Background: an optimization exercise with open tools, aiming at small area. Do not read the settings as production practice.
At most, simulation tests tie the RTL to the original design; equivalence was not proved.
Power figures rest on the tool's default switching activity, not on a simulated workload.

==> build 20: inputs <==
Design QuadCopter, start of the top module:
module QuadCopter(
  input wire clk,    
  input wire RST_n,  
  input wire RX,     
  input wire MISO,   
  input wire INT,    
  output wire SS_n,  
  output wire SCLK,  
  output wire MOSI,  
  output wire TX,    
  output wire FRNT,  
  output wire BCK,   
  output wire LFT,   
  output wire RGHT   
);
  wire cmd_rdy;
  wire [2:0] op;
  wire [15:0] data;
  wire clr_cmd_rdy;
  wire [7:0] resp;
  wire send_resp;
  wire vld;
  wire init;
  wire kmatch;
  wire signed [15:0] ptch, roll, yaw;
  wire signed [15:0] d_ptch, d_roll, d_yaw;
  wire [8:0] thrst;
  wire rst_n;
  wire strt_cal;
  wire inertial_cal;
  wire motors_off;
  wire cal_done;
  wire [10:0] frnt_spd, bck_spd, lft_spd, rght_spd;
  localparam FAST_SIM = 1;
  UART_comm iCOMM(
    .clk(clk), .rst_n(rst_n),
    .RX(RX), .TX(TX),
    .resp(resp), .send_resp(send_resp), .resp_sent(),
    .cmd_rdy(cmd_rdy), .op(op), .data(data), .clr_cmd_rdy(clr_cmd_rdy)
  );
  cmd_cfg #(FAST_SIM) iCMD(
    .clk(clk), .rst_n(rst_n),
    .cmd_rdy(cmd_rdy), .op(op), .data(data), .clr_cmd_rdy(clr_cmd_rdy),
    .resp(resp), .send_resp(send_resp),
    .d_ptch(d_ptch), .d_roll(d_roll), .d_yaw(d_yaw), .thrst(thrst),
    .strt_cal(strt_cal), .inertial_cal(inertial_cal), .motors_off(motors_off),
    .cal_done(cal_done), .init(init)
  );
  inert_intf #(FAST_SIM) iNEMO(
    .clk(clk), .rst_n(rst_n),
    .ptch(ptch), .roll(roll), .yaw(yaw),
    .strt_cal(strt_cal), .kmatch(kmatch), .cal_done(cal_done), .vld(vld), .init(init),
    .SS_n(SS_n), .SCLK(SCLK), .MOSI(MOSI), .MISO(MISO), .INT(INT)
  );
  flght_cntrl_pipeline ifly(
    .clk(clk), .rst_n(rst_n), .init(init),
    .vld(vld),
  ...
==> flow/config.mk <==
export PLATFORM = sky130hd
export DESIGN_NAME = QuadCopter
export DESIGN_NICKNAME = QuadCopter
export VERILOG_FILES = /design/flow/design.v
export SDC_FILE = /design/flow/constraint.sdc
export NUM_CORES = 4
export LEC_CHECK = 0
export CAP_MARGIN = 20
export CORE_MARGIN = 2
export CORE_UTILIZATION = 40
export SLEW_MARGIN = 20
==> flow/constraint.sdc <==
create_clock -name core_clock -period 10.0 [get_ports {clk}]
set_input_delay 2.0000 -clock core_clock [delete_from_list [all_inputs] [get_ports {clk}]]
set_output_delay 2.0000 -clock core_clock [all_outputs]
set_load 0.01 [all_outputs]
run.sh (not shown) runs the stock make flow with config.mk's settings and CLKGATE_MAP_FILE= SYNTH_SCRIPT=/design/flow/synth_recipe.tcl, a recipe that flattens the netlist after the stock synthesis.
==> trial 5 (differences from build 20) <==
--- a/flow/design.v
+++ b/flow/design.v
@@ -256,26 +256,29 @@
     endcase
 endmodule
 module ESC_interface_pipeline (
   input wire clk,
   input wire rst_n,
-  input wire wrt,           
-  input wire wrt_ff,
+  input wire pre_wrt,       
+  input wire wrt_ff,        
   input wire [12:0] kq,
-  input wire kr0,
+  input wire en,            
+  input wire m_const,       
   input wire [10:0] SPEED,
   output reg PWM
 );
   reg [11:0] spd;
-  reg zero;    
+  reg z2, zero;    
   always_ff @(posedge clk, negedge rst_n)
     if (!rst_n)
       spd <= 12'd3378;
-    else if (wrt)
+    else if (pre_wrt)
       spd <= {1'b0, SPEED};
-  always_ff @(posedge clk)
-    zero <= ~wrt_ff & kr0 & (kq == {1'b0, spd});
+  always_ff @(posedge clk) begin
+    z2 <= m_const | (en & (kq == {1'b0, spd}));
+    zero <= z2;
+  end
   always_ff @(posedge clk, negedge rst_n) begin
     if (!rst_n)
       PWM <= 1'b0;
     else if (zero)
       PWM <= 1'b0;
@@ -288,51 +291,64 @@
   input wire [10:0] frnt_spd,
   input wire [10:0] bck_spd,
   input wire [10:0] lft_spd,
   input wire [10:0] rght_spd,
   input wire motors_off,
+  input wire inertial_cal,
+  input wire pre_wrt,
   input wire wrt,
   output wire frnt,
   output wire bck,
   output wire lft,
   output wire rght,
   output wire kmatch
 );
   reg wrt_ff;
   reg [12:0] kq;
   reg [1:0] kr;
+  reg mo, ic;
   always_ff @(posedge clk, negedge rst_n)
     if (!rst_n)
       wrt_ff <= 1'b0;
     else
       wrt_ff <= wrt;
+  always_ff @(posedge clk, negedge rst_n)
+    if (!rst_n) begin
+      mo <= 1'b0;
+      ic <= 1'b0;
+    end else if (wrt) begin
+      mo <= motors_off;
+      ic <= inertial_cal;
+    end
   wire [12:0] kq_inc;
   rca #(13) iKI(.a(kq), .b(13'h0000), .ci(1'b1), .s(kq_inc), .co());
-  assign kmatch = (kr == 2'd0) && (kq == 13'd3378);
+  wire kr0 = (kr == 2'd0);
+  assign kmatch = (kr == 2'd1) && (kq == 13'd3378);
   always_ff @(posedge clk, negedge rst_n)
     if (!rst_n) begin
       kq <= 13'd3378;
-      kr <= 2'd1;
+      kr <= 2'd2;
     end else if (wrt_ff) begin
       kq <= 13'd3378;
-      kr <= 2'd1;
+      kr <= 2'd2;
     end else if (kr == 2'd2) begin
       kq <= kq_inc;
       kr <= 2'd0;
-    end else if (kr == 2'd0 && kq == 13'd5461) begin
+    end else if (kr0 && kq == 13'd5461) begin
       kq <= 13'd0;
       kr <= 2'd0;
     end else
       kr <= kr + 2'd1;
-  ESC_interface_pipeline frntESC(.clk(clk), .rst_n(rst_n), .wrt(wrt), .wrt_ff(wrt_ff), .kq(kq), .kr0(kr == 2'd0),
-              .SPEED(motors_off ? 11'h000 : frnt_spd), .PWM(frnt));
-  ESC_interface_pipeline bckESC(.clk(clk), .rst_n(rst_n), .wrt(wrt), .wrt_ff(wrt_ff), .kq(kq), .kr0(kr == 2'd0),
-              .SPEED(motors_off ? 11'h000 : bck_spd), .PWM(bck));
-  ESC_interface_pipeline lftESC(.clk(clk), .rst_n(rst_n), .wrt(wrt), .wrt_ff(wrt_ff), .kq(kq), .kr0(kr == 2'd0),
-              .SPEED(motors_off ? 11'h000 : lft_spd), .PWM(lft));
-  ESC_interface_pipeline rghtESC(.clk(clk), .rst_n(rst_n), .wrt(wrt), .wrt_ff(wrt_ff), .kq(kq), .kr0(kr == 2'd0),
-              .SPEED(motors_off ? 11'h000 : rght_spd), .PWM(rght));
+  wire m_const = kr0 & ~wrt & ~wrt_ff & (mo ? (kq == 13'd0) : ic & (kq == 13'h290));
+  ESC_interface_pipeline frntESC(.clk(clk), .rst_n(rst_n), .pre_wrt(pre_wrt), .wrt_ff(wrt_ff), .kq(kq),
+              .en(kr0 & ~wrt & ~wrt_ff & ~mo & ~ic), .m_const(m_const), .SPEED(frnt_spd), .PWM(frnt));
+  ESC_interface_pipeline bckESC(.clk(clk), .rst_n(rst_n), .pre_wrt(pre_wrt), .wrt_ff(wrt_ff), .kq(kq),
+              .en(kr0 & ~wrt & ~wrt_ff & ~mo & ~ic), .m_const(m_const), .SPEED(bck_spd), .PWM(bck));
+  ESC_interface_pipeline lftESC(.clk(clk), .rst_n(rst_n), .pre_wrt(pre_wrt), .wrt_ff(wrt_ff), .kq(kq),
+              .en(kr0 & ~wrt & ~wrt_ff & ~mo & ~ic), .m_const(m_const), .SPEED(lft_spd), .PWM(lft));
+  ESC_interface_pipeline rghtESC(.clk(clk), .rst_n(rst_n), .pre_wrt(pre_wrt), .wrt_ff(wrt_ff), .kq(kq),
+              .en(kr0 & ~wrt & ~wrt_ff & ~mo & ~ic), .m_const(m_const), .SPEED(rght_spd), .PWM(rght));
 endmodule
 module PD_math_pipeline (
   input wire clk,
   input wire init,            
   input wire hold,            
@@ -385,11 +401,10 @@
   output wire [10:0] frnt_spd,
   output wire [10:0] bck_spd,
   output wire [10:0] lft_spd,
   output wire [10:0] rght_spd
 );
-  localparam CAL_SPEED = 11'h290;
   localparam MIN_RUN_SPEED = 13'h2C0;
   wire [9:0] ptch_pterm, roll_pterm, yaw_pterm;
   wire [11:0] ptch_dterm, roll_dterm, yaw_dterm;
   reg [3:0] rot, oldest;
   reg pend;
@@ -423,21 +438,14 @@
   rca #(13) iBY(.a(base), .b(ty), .ci(1'b0), .s(by), .co());
   rca #(13) iSF(.a(bx), .b(~tp), .ci(1'b1), .s(frnt_sum), .co());
   rca #(13) iSB(.a(bx), .b(tp), .ci(1'b0), .s(bck_sum), .co());
   rca #(13) iSL(.a(by), .b(~tr), .ci(1'b1), .s(lft_sum), .co());
   rca #(13) iSR(.a(by), .b(tr), .ci(1'b0), .s(rght_sum), .co());
-  reg [10:0] frnt_sat, bck_sat, lft_sat, rght_sat;
-  always_ff @(posedge clk) begin
-    frnt_sat <= (|frnt_sum[12:11]) ? 11'h7ff : frnt_sum[10:0];
-    bck_sat <= (|bck_sum[12:11]) ? 11'h7ff : bck_sum[10:0];
-    lft_sat <= (|lft_sum[12:11]) ? 11'h7ff : lft_sum[10:0];
-    rght_sat <= (|rght_sum[12:11]) ? 11'h7ff : rght_sum[10:0];
-  end
-  assign frnt_spd = (inertial_cal) ? CAL_SPEED : frnt_sat;
-  assign bck_spd = (inertial_cal) ? CAL_SPEED : bck_sat;
-  assign lft_spd = (inertial_cal) ? CAL_SPEED : lft_sat;
-  assign rght_spd = (inertial_cal) ? CAL_SPEED : rght_sat;
+  assign frnt_spd = (|frnt_sum[12:11]) ? 11'h7ff : frnt_sum[10:0];
+  assign bck_spd = (|bck_sum[12:11]) ? 11'h7ff : bck_sum[10:0];
+  assign lft_spd = (|lft_sum[12:11]) ? 11'h7ff : lft_sum[10:0];
+  assign rght_spd = (|rght_sum[12:11]) ? 11'h7ff : rght_sum[10:0];
 endmodule
 `default_nettype none
 module SPI_mnrch (
   input wire logic clk,     
   input wire logic rst_n,   
@@ -446,14 +454,15 @@
   output      logic MOSI,  
   input  wire logic MISO,  
   input  wire logic wrt,  
   input  wire logic [15:0] wt_data,  
   output      reg done,  
+  output      logic set_done,  
   output      logic [15:0] rd_data  
 );
   logic [4:0] bit_cntr;
-  logic init, ld_SCLK, shft, set_done, done16;
+  logic init, ld_SCLK, shft, done16;
   logic [3:0] SCLK_div;
   logic [15:0] shft_reg;
   typedef enum reg[1:0] {IDLE, TRANS, TEARDOWN} state_t;
   state_t state, nxt_state;
   wire [4:0] bit_inc;
@@ -703,33 +712,35 @@
   input wire strt_cal,
   input wire kmatch,      
   output wire signed [15:0] ptch,roll,yaw,
   output wire cal_done,
   output wire vld,
+  output wire pre_vld,                      
   output wire init,                         
   output wire SS_n,SCLK,MOSI
 );
   logic INT_1, INT_2;
-  logic done;
+  logic done, set_done;
   logic [1:0] nmatch;
   reg [15:0] ptch_reg, roll_reg, yaw_reg;
   logic wrt;
   logic [15:0] cmd, inert_data;
   localparam [3:0] INIT1 = 4'd0, INIT2 = 4'd1, INIT3 = 4'd2, INIT4 = 4'd3, WAIT_DATA = 4'd4,
                    PTCH_L = 4'd5, PTCH_H = 4'd6, ROLL_L = 4'd7, ROLL_H = 4'd8, YAW_L = 4'd9,
                    YAW_H = 4'd10, AX_L = 4'd11, AX_H = 4'd12, AY_L = 4'd13, AY_H = 4'd14;
   reg [3:0] state;
   SPI_mnrch iSPI(.clk(clk),.rst_n(rst_n),.SS_n(SS_n),.SCLK(SCLK),.MISO(MISO),.MOSI(MOSI),
-                 .wrt(wrt),.done(done),.rd_data(inert_data),.wt_data(cmd));
+                 .wrt(wrt),.done(done),.set_done(set_done),.rd_data(inert_data),.wt_data(cmd));
   inertial_integrator #(FAST_SIM) iINT(.clk(clk), .rst_n(rst_n), .init(init), .strt_cal(strt_cal),
                        .cal_done(cal_done), .vld(vld), .ptch_rt(ptch_reg), .roll_rt(roll_reg),
                        .yaw_rt(yaw_reg), .acc_byte(inert_data[7:0]),
                        .axl(state == AX_L && done), .axh(state == AX_H && done),
                        .ayl(state == AY_L && done),
                        .ptch(ptch), .roll(roll), .yaw(yaw));
   assign init = (state == INIT1);
   assign vld = (state == AY_H) && done;
+  assign pre_vld = (state == AY_H) && set_done;
   always_ff @(posedge clk, negedge rst_n) begin
     if (!rst_n) begin
       INT_1 <= 1'b0;
       INT_2 <= 1'b0;
     end else begin
@@ -823,11 +834,11 @@
   wire [2:0] op;
   wire [15:0] data;
   wire clr_cmd_rdy;
   wire [7:0] resp;
   wire send_resp;
-  wire vld;
+  wire vld, pre_vld;
   wire init;
   wire kmatch;
   wire signed [15:0] ptch, roll, yaw;
   wire signed [15:0] d_ptch, d_roll, d_yaw;
   wire [8:0] thrst;
@@ -853,11 +864,11 @@
     .cal_done(cal_done), .init(init)
   );
   inert_intf #(FAST_SIM) iNEMO(
     .clk(clk), .rst_n(rst_n),
     .ptch(ptch), .roll(roll), .yaw(yaw),
-    .strt_cal(strt_cal), .kmatch(kmatch), .cal_done(cal_done), .vld(vld), .init(init),
+    .strt_cal(strt_cal), .kmatch(kmatch), .cal_done(cal_done), .vld(vld), .pre_vld(pre_vld), .init(init),
     .SS_n(SS_n), .SCLK(SCLK), .MOSI(MOSI), .MISO(MISO), .INT(INT)
   );
   flght_cntrl_pipeline ifly(
     .clk(clk), .rst_n(rst_n), .init(init),
     .vld(vld),
@@ -867,11 +878,11 @@
     .frnt_spd(frnt_spd), .bck_spd(bck_spd), .lft_spd(lft_spd), .rght_spd(rght_spd)
   );
   ESCs iESC (
     .clk(clk), .rst_n(rst_n),
     .frnt_spd(frnt_spd), .bck_spd(bck_spd), .lft_spd(lft_spd), .rght_spd(rght_spd),
-    .wrt(vld), .motors_off(motors_off),
+    .pre_wrt(pre_vld), .wrt(vld), .motors_off(motors_off), .inertial_cal(inertial_cal),
     .frnt(FRNT), .bck(BCK), .lft(LFT), .rght(RGHT), .kmatch(kmatch)
   );
   reset_synch iRST (.clk(clk), .RST_n(RST_n), .rst_n(rst_n));
 endmodule
 module rca #(parameter N = 8) (
Settings changed: CTS_BUF_LIST set to sky130_fd_sc_hd__clkbuf_8, CTS_CLUSTER_DIAMETER set to 60, CTS_CLUSTER_SIZE set to 18.
==> comparison table <==
metric                                                                                 build 20                   trial 5
Power of the clock network                                                            0.00384 W                 0.00222 W
Slowest stage cell on the critical path                                   sky130_fd_sc_hd__fa_1  sky130_fd_sc_hd__dfrtp_1
Achievable frequency                                                                    105 MHz                   107 MHz
Outcome                                                        no timing/DRC/antenna violations  no timing/DRC/antenna violations
Post-synthesis xor/xnor area fraction                                                    0.0191                    0.0201
Required time of the critical path                                                     10.62 ns                  10.68 ns
Fraction of power spent switching nets                                                    0.219                     0.239
Worst-case setup margin in the final layout                                            0.473 ns                  0.643 ns
Number of multi-input combinational cells                                                  2162                      2122
Number of violations reported at the end of detailed-routing iteration 0                   1349                      1301
Overall track demand over capacity in global routing                                      0.157                     0.160
Clock Buffer Count                                                                          143                        78
Total instance count after detailed placement                                              4934                      4851
Function not checked in trial 5: the RTL went through the layout flow alone.

---

==> inputs of run H <==
Another version of the RTL of QuadCopter (not shown whole).
// QuadCopter
module QuadCopter(
  input wire clk,    
  input wire RST_n,  
  input wire RX,     
  input wire MISO,   
  input wire INT,    
  output wire SS_n,  
  output wire SCLK,  
  output wire MOSI,  
  output wire TX,    
  output wire FRNT,  
  output wire BCK,   
  output wire LFT,   
  output wire RGHT   
);
==> module flght_cntrl_pipeline, before the edit <==
module flght_cntrl_pipeline(
  input wire clk,
  input wire rst_n,
  input wire init,
  input wire vld,
  input wire pre_vld,
  input wire inertial_cal,
  input wire [15:0] nd_ptch, nd_roll, nd_yaw,        
  input wire signed [15:0] ptch, roll, yaw,
  input wire [8:0] thrst,
  output wire [10:0] frnt_spd,
  output wire [10:0] bck_spd,
  output wire [10:0] lft_spd,
  output wire [10:0] rght_spd
);
  localparam MIN_RUN_SPEED = 13'h2C0;
  reg [3:0] rot, oldest;
  reg pend;
  wire wr = pend & (rot == oldest);
  wire [3:0] rot_inc, oldest_inc;
  rca #(4) iRI(.a(rot), .b(4'h0), .ci(1'b1), .s(rot_inc), .co());
  rca #(4) iOI(.a(oldest), .b(4'h0), .ci(wr), .s(oldest_inc), .co());
  always_ff @(posedge clk)
    rot <= (init | (rot[3] & rot[1])) ? 4'd0 : rot_inc;
  always_ff @(posedge clk)
    if (init)
      oldest <= 4'd0;
    else
      oldest <= (wr & oldest[3] & oldest[1]) ? 4'd0 : oldest_inc;
  always_ff @(posedge clk)
    if (init)
      pend <= 1'b0;
    else if (vld)
      pend <= 1'b1;
    else if (wr)
      pend <= 1'b0;
  wire [9:0] e_p, e_r, e_y;
  wire [6:0] d_p, d_r, d_y;
  wire hold = pend | pre_vld;
  PD_math_pipeline iPTCH(.clk(clk),.init(init),.hold(hold),.hold_d(pre_vld),.wr(wr),.ndesired(nd_ptch),.actual(ptch),.err_sat_ff(e_p),.D_diff_sat_ff(d_p));
  PD_math_pipeline iROLL(.clk(clk),.init(init),.hold(hold),.hold_d(pre_vld),.wr(wr),.ndesired(nd_roll),.actual(roll),.err_sat_ff(e_r),.D_diff_sat_ff(d_r));
  PD_math_pipeline iYAW(.clk(clk),.init(init),.hold(hold),.hold_d(pre_vld),.wr(wr),.ndesired(nd_yaw),.actual(yaw),.err_sat_ff(e_y),.D_diff_sat_ff(d_y));
  reg [8:0] thrst_h;
  always_ff @(posedge clk)
    if (pre_vld)
      thrst_h <= thrst;
  wire sel_r = ~pre_vld;
  wire [9:0] e_s = sel_r ? e_r : e_p;
  wire [6:0] d_s = sel_r ? d_r : d_p;
  wire [8:0] th = sel_r ? thrst_h : thrst;
  wire [9:0] pt_s, pt_y;
  wire [11:0] dt_s, dt_y;
  wire [11:0] d12_s = {{5{d_s[6]}}, d_s};
  wire [11:0] d12_y = {{5{d_y[6]}}, d_y};
  rca #(10) iPS(.a({e_s[9], e_s[9:1]}), .b({{3{e_s[9]}}, e_s[9:3]}), .ci(1'b0), .s(pt_s), .co());
  rca #(10) iPY(.a({e_y[9], e_y[9:1]}), .b({{3{e_y[9]}}, e_y[9:3]}), .ci(1'b0), .s(pt_y), .co());
  rca #(12) iDS(.a({d12_s[8:0], 3'b000}), .b(~d12_s), .ci(1'b1), .s(dt_s), .co());
  rca #(12) iDY(.a({d12_y[8:0], 3'b000}), .b(~d12_y), .ci(1'b1), .s(dt_y), .co());
  wire [12:0] ts, ty, base, bxy, s1, s2;
  rca #(13) iTS(.a({{3{pt_s[9]}},pt_s}), .b({dt_s[11],dt_s}), .ci(1'b0), .s(ts), .co());
  rca #(13) iTY(.a({{3{pt_y[9]}},pt_y}), .b({dt_y[11],dt_y}), .ci(1'b0), .s(ty), .co());
  rca #(13) iBA(.a(MIN_RUN_SPEED), .b({4'b0000,th}), .ci(1'b0), .s(base), .co());
  rca #(13) iBX(.a(base), .b(ty ^ {13{~sel_r}}), .ci(~sel_r), .s(bxy), .co());
  rca #(13) iS1(.a(bxy), .b(~ts), .ci(1'b1), .s(s1), .co());
  rca #(13) iS2(.a(bxy), .b(ts), .ci(1'b0), .s(s2), .co());
  assign frnt_spd = (|s1[12:11]) ? 11'h7ff : s1[10:0];
  assign bck_spd = (|s2[12:11]) ? 11'h7ff : s2[10:0];
  assign lft_spd = frnt_spd;
  assign rght_spd = bck_spd;
endmodule
Settings: LEC_CHECK=0, CAP_MARGIN=20, CORE_MARGIN=2, CORE_UTILIZATION=78, CTS_BUF_LIST=sky130_fd_sc_hd__clkbuf_8, CTS_CLUSTER_DIAMETER=60, CTS_CLUSTER_SIZE=16, PLACE_DENSITY=0.86, SLEW_MARGIN=20; clock period 10.0 ns.
==> run M: changes against run H <==
--- a/flow/design.v
+++ b/flow/design.v
@@ -407,3 +407,3 @@
   always_ff @(posedge clk)
-    rot <= (init | (rot[3] & rot[1])) ? 4'd0 : rot_inc;
+    rot <= (rot[3] & rot[1]) ? 4'd0 : rot_inc;
   always_ff @(posedge clk)
- CORE_UTILIZATION: 78 -> 85
- PLACE_DENSITY: 0.86 -> 0.92
==> notes <==
Critical path depth is the same in run M and run H. Non-clock buffer count is the same in run H and run M. Between run M and run H, the lower routed wire length is in run H (gap about 24%, measured against run H). Between run H and run M, the lower register-to-register slack is in run M (gap 100 ps). Sequential share of layout area: run M is higher than run H (0.16 points). Of run M and run H, run M has the higher global-route usage (gap 11 points). Combinational power: run M is higher than run H (about 8%). Between run H and run M, the lower first-iteration DRC count is in run H (gap about 40%, measured against run M). In run M the core utilization is higher than in run H, by 7.7 points. In flip-flop and latch count, run M and run H do not differ. Area after synthesis is about the same in run H and run M.
==> figures <==
Status: run M no timing/DRC/antenna violations; run H no timing/DRC/antenna violations
Vias in the first global route: run M 27300; run H 24700
Die X-Extent: run M 219 um; run H 228 um
Vias per cell: run M 6.58; run H 5.97
Total placed cells including tap cells: run M 3668; run H 3740
Final critical delay including setup and external delays: run M 9450 ps; run H 9350 ps
Multi-input gate count: run M 1749; run H 1750
Simple-gate share of the synthesized area: run M 0.0969; run H 0.0973
Mapped cell area: run M 39200 um2; run H 39200 um2
Proportion of netlist area held by the largest area contributor: run M 0.337; run H 0.337
Aggregate routed wire length: run M 97900 um; run H 78800 um
Switching power of the nets: run M 1.33 mW; run H 1.28 mW
Fin nets: run M 3614; run H 3616
Library cell contributing the largest single delay on the critical path: run M fa_1; run H dfrtp_1
Power of the clock network: run M 1.95 mW; run H 1.92 mW
Post-Place Setup Slack: run M 545 ps; run H 680 ps
Power attributed to combinational cells: run M 0.113 mW; run H 0.105 mW
Required time at the worst-slack endpoint: run M 10590 ps; run H 10580 ps
Final cell utilization of the core: run M 0.903; run H 0.826
Reported leakage power: run M 17.6 nW; run H 17.6 nW
Maximum number of pins on one net before global-route repair: run M 95; run H 68
# fillers: run M 1639; run H 2637
Proportion of cell area spent on the clock network: run M 0.0305; run H 0.0306
